From an optimization exercise on the open Yosys and OpenROAD flow, aimed at small area, a short achievable clock period and few clock cycles per item; shortcuts taken in it are not production practice.
The RTL was checked by simulation tests, not by an equivalence proof against the original design.
Power figures rest on the tool's default switching activity, not on a simulated workload.

Design seq_multiplier, start of the top module:
module seq_multiplier #(parameter N = 32) (
    input  logic clk, rst_n, start,
    input  logic [N-1:0] a, b,
    output logic [(2*N)-1:0] prod,
    output logic ready
);
    logic [63:0] r;
    logic [31:0] mcand;
    logic [1:0]  dlt;        
    logic [2:0]  top;        
    logic [2:0]  cnt;        
    logic        busy;
    logic        one0, two0, neg0, one1, two1, neg1;
    function automatic logic [5:0] benc(input logic [3:0] n, input logic l);
        benc = {n[2] ^ n[1],
                (n[3] & ~n[2] & ~n[1]) | (~n[3] & n[2] & n[1]),
                n[3],
                n[0] ^ l,
                (n[1] & ~n[0] & ~l) | (~n[1] & n[0] & l),
                n[1]};
    endfunction
    logic [7:0] fa, fb;      
    logic [7:0] ta, tb;      
    logic [7:0] ha, hb;      
    always_comb begin
        for (int i = 0; i < 8; i++) begin
            fa[i] = |a[4*i +: 4];
            fb[i] = |b[4*i +: 4];
        end
        ta[7] = fa[7];
        tb[7] = fb[7];
        for (int i = 6; i >= 0; i--) begin
            ta[i] = ta[i+1] | fa[i];
            tb[i] = tb[i+1] | fb[i];
        end
        ha = ta & ~{1'b0, ta[7:1]};
        hb = tb & ~{1'b0, tb[7:1]};
    end
    logic [2:0] pa, pb;
    logic [3:0] na, nb;
    logic       la, lb;
    always_comb begin
        pa = '0; pb = '0;
        na = '0; nb = '0;
        la = 1'b0; lb = 1'b0;
        for (int i = 0; i < 8; i++) begin
            pa = pa | ({3{ha[i]}} & 3'(i));
            pb = pb | ({3{hb[i]}} & 3'(i));
            na = na | ({4{ha[i]}} & a[4*i +: 4]);
            nb = nb | ({4{hb[i]}} & b[4*i +: 4]);
            if (i > 0) begin
                la = la | (ha[i] & a[4*i - 1]);
  ...
clock: 4.5 ns
lec_check: 0
cap_margin: 20
core_margin: 2
core_utilization: 40
setup_slack_margin: 0.25
slew_margin: 20
standard.sh (not shown) runs the stock make flow with config.mk's settings and CLKGATE_MAP_FILE= SYNTH_SCRIPT=/design/flow/synth_recipe.tcl, a recipe that flattens the netlist after the stock synthesis.
==> flow/flow/run.sh <==
#!/bin/bash
# The standard layout, with the port buffers made of the smallest buffer
# cell instead of the default delay buffer.
set -euo pipefail
export BUFFER_PORTS_ARGS="-buffer_cell sky130_fd_sc_hd__buf_1"
bash standard.sh > standard_flow.log 2>&1
Testbench counts at the start, summed over its fixed seeds: cycles 10,280, items 2,400.
==> next run, changes <==
- SETUP_SLACK_MARGIN: 0.25 -> 0.8
The changed run went through all stages and came out clean.
Worst setup slack gains 200 ps.
Final area increases by a little under a tenth.
Cell count increases by a few percent.
Flip-flop and latch count does not change.
Non-clock buffer count increases by 39.
Global-route usage increases by 0.20 points.
==> next run, changes <==
- CORE_UTILIZATION: 40 -> 60
- SETUP_SLACK_MARGIN: 0.8 -> unset
Outcome:
- non-clock buffer count falls by 36
- via count barely changes
- maximum frequency came out lower by 9.4%
- clock power goes down by 5.6%
- clock skew rises by 7.7 ps
- sequential power barely changes
- hold slack loses 8.3 ps
- global-route usage came out higher by 11 points
- power is lower by 15%
- synthesized area does not change
- design area falls by 8.8%
==> next run, changes <==
- CORE_UTILIZATION: 60 -> 40
Effect: Total power fell by 0.79%; setup slack gets worse by 8.6 ps; wire length came out higher by 3.9%; sequential share of layout area shrinks by 0.42 points; sequential power hardly moves; clock-buffer cell count climbs by 1; non-clock buffer count is higher by 7; design area climbs by 1.6%; global-route usage falls by 11 points; core utilization came out lower by 22 points.


seq_multiplier, a different RTL version from the one above (not shown whole).
Size: about 1100 cells after synthesis, about 110 flip-flops, roughly 130 I/O pins, roughly 0.011 mm2 of cells after synthesis.
==> flow/design.v (excerpt) <==
module seq_multiplier #(parameter N = 32) (
    input  logic clk, rst_n, start,
    input  logic [N-1:0] a, b,
    output logic [(2*N)-1:0] prod,
    output logic ready
);
    logic [63:0] r;
    logic [31:0] mcand;
    logic [1:0]  dlt;        
    logic [2:0]  top;        
    logic [2:0]  cnt;        
    logic        busy;
    logic        one0, two0, neg0, one1, two1, neg1;
    function automatic logic [5:0] benc(input logic [3:0] n, input logic l);
        benc = {n[2] ^ n[1],
                (n[3] & ~n[2] & ~n[1]) | (~n[3] & n[2] & n[1]),
                n[3],
                n[0] ^ l,
                (n[1] & ~n[0] & ~l) | (~n[1] & n[0] & l),
                n[1]};
    endfunction
    logic [7:0] fa, fb;      
    logic [7:0] ta, tb;      
    logic [7:0] ha, hb;      
    always_comb begin
        for (int i = 0; i < 8; i++) begin
            fa[i] = |a[4*i +: 4];
            fb[i] = |b[4*i +: 4];
        end
        ta[7] = fa[7];
        tb[7] = fb[7];
  ...
==> flow/config.mk <==
export PLATFORM = sky130hd
export DESIGN_NAME = seq_multiplier
export DESIGN_NICKNAME = seq_multiplier
export VERILOG_FILES = /design/flow/design.v
export SDC_FILE = /design/flow/constraint.sdc
export NUM_CORES = 4
export LEC_CHECK = 0
export CAP_MARGIN = 20
export CORE_MARGIN = 2
export CORE_UTILIZATION = 40
export SETUP_SLACK_MARGIN = 0.25
export SLEW_MARGIN = 20
==> flow/constraint.sdc <==
create_clock -name core_clock -period 4.5 [get_ports {clk}]
set_input_delay 0.9000 -clock core_clock [delete_from_list [all_inputs] [get_ports {clk}]]
set_output_delay 0.9000 -clock core_clock [all_outputs]
set_load 0.01 [all_outputs]
Scripts as last shown in full above: flow/flow/run.sh
Testbench counts at the start, summed over its fixed seeds: cycles 10,280, items 2,400.
==> next run, changes <==
--- a/flow/config.mk
+++ b/flow/config.mk
@@ -10,2 +10,2 @@
-export CORE_UTILIZATION = 40
-export SETUP_SLACK_MARGIN = 0.25
+export CORE_UTILIZATION = 55
+export SETUP_SLACK_MARGIN = 0.3
Outcome: Setup slack is better by 32 ps. Routed wire length falls by 4.0%. Cell count falls by 5.1%. Clock-buffer cell count rises by 1. Power rises by 1.0%.
==> next run, changes <==
==> flow/run.sh (new file) <==
#!/bin/bash
# synth_recipe.tcl (not shown) runs the flow's synth.tcl, then flattens the netlist and writes it again
# the make line also repeats each setting of config.mk as NAME=value (left out here)
make -C /OpenROAD-flow-scripts/flow DESIGN_CONFIG=/design/flow/config.mk WORK_HOME=/design/flow/orfs CLKGATE_MAP_FILE= SYNTH_SCRIPT=/design/flow/synth_recipe.tcl finish
--- a/flow/config.mk
+++ b/flow/config.mk
@@ -10,2 +10,2 @@
-export CORE_UTILIZATION = 55
-export SETUP_SLACK_MARGIN = 0.3
+export CORE_UTILIZATION = 40
+export SETUP_SLACK_MARGIN = 0.4
removed: flow/flow/run.sh
removed: flow/standard.sh
After rerunning:
- The changed run ran to the end with no violations
- sequential share of layout area shrinks by 2.8 points
- cell count grows by 7.7%
- register-to-register slack degrades by 30 ps
- worst setup slack improves by 36 ps
- hold slack improves by 310 ps
- wire length is higher by 12%
- power climbs by 8.9%
- cell area goes up by 12%
- clock skew went up by 4.8 ps
- count of clock-buffer cells in the layout goes up by 1
==> next run, changes <==
==> flow/flow/run.sh (new file) <==
#!/bin/bash
# The standard layout, with the port buffers made of the smallest buffer
# cell instead of the default delay buffer.
set -euo pipefail
export BUFFER_PORTS_ARGS="-buffer_cell sky130_fd_sc_hd__buf_1"
bash standard.sh > standard_flow.log 2>&1
==> flow/standard.sh (new file) <==
#!/bin/bash
# synth_recipe.tcl (not shown) runs the flow's synth.tcl, then flattens the netlist and writes it again
# the make line also repeats each setting of config.mk as NAME=value (left out here)
make -C /OpenROAD-flow-scripts/flow DESIGN_CONFIG=/design/flow/config.mk WORK_HOME=/design/flow/orfs CLKGATE_MAP_FILE= SYNTH_SCRIPT=/design/flow/synth_recipe.tcl "${@:-finish}"
--- a/flow/config.mk
+++ b/flow/config.mk
@@ -10,0 +11 @@
+export CTS_BUF_LIST = sky130_fd_sc_hd__clkbuf_8
removed: flow/run.sh
After rerunning: Routed wire length went down by a few percent; cell count went down by a few percent; register-to-register slack improved by 110 ps; synthesized cell count is unchanged; sequential share of layout area went up by 2.4 points.
==> next run, changes <==
--- a/flow/config.mk
+++ b/flow/config.mk
@@ -11 +11 @@
-export CTS_BUF_LIST = sky130_fd_sc_hd__clkbuf_8
+export PLACE_DENSITY = 0.75
=>
- The changed run completed without violations
- total power went down by 3.3%
- critical path depth went up by 4
- clock power went up by 36%
- design area went down by 0.41%
- clock-buffer cell count went up by 1
- sequential share of layout area went up by 0.10 points

-- what the ideal ports hide --
The results above use ideal ports. As a check the final layouts listed here were re-extracted and re-timed, cells and wires unchanged. Step 1 assumes that a clkbuf_16 drives the clock port and a buf_2 every other input. Step 2 also shifts input and output timing later by t, the mid clock arrival at the registers, as if the neighbouring blocks saw the same clock. Three values: ideal ports, drivers, drivers and shift; two values: the first two.
run	t, ns	slack for setup (ns)	hold slack, ns	worst slew at a driven data input, ns
the first run of note 1	0.424	0.414 / 0.363 / 0.342	0.287 / 0.275 / 0.621	0.07
the second run of note 1	0.415	0.612 / 0.565 / 0.501	0.298 / 0.288 / 0.602	0.06
the third run of note 1	0.411	0.209 / 0.209 / 0.209	0.290 / 0.267 / 0.612	0.06
the fourth run of note 1	0.412	0.200 / 0.150 / 0.193	0.310 / 0.295 / 0.609	0.04
the first run of note 2	0.411	0.341 / 0.319 / 0.009	0.345 / 0.327 / 0.616	0.09
the second run of note 2	0.404	0.373 / 0.382 / -0.008	0.326 / 0.303 / 0.608	0.07
the third run of note 2	0.415	0.409 / 0.409 / 0.283	0.636 / 0.636 / 0.636	0.05
the fourth run of note 2	0.452	0.499 / 0.453 / 0.259	0.282 / 0.270 / 0.619	0.07
the fifth run of note 2	0.413	0.430 / 0.430 / 0.057	0.318 / 0.302 / 0.590	0.08
With both steps, setup timing fails in the second run of note 2, where it was met with ideal ports. The setup slack of the second run of note 2, which loses most, moves by +0.009 ns with the drivers and by -0.381 ns with both steps.
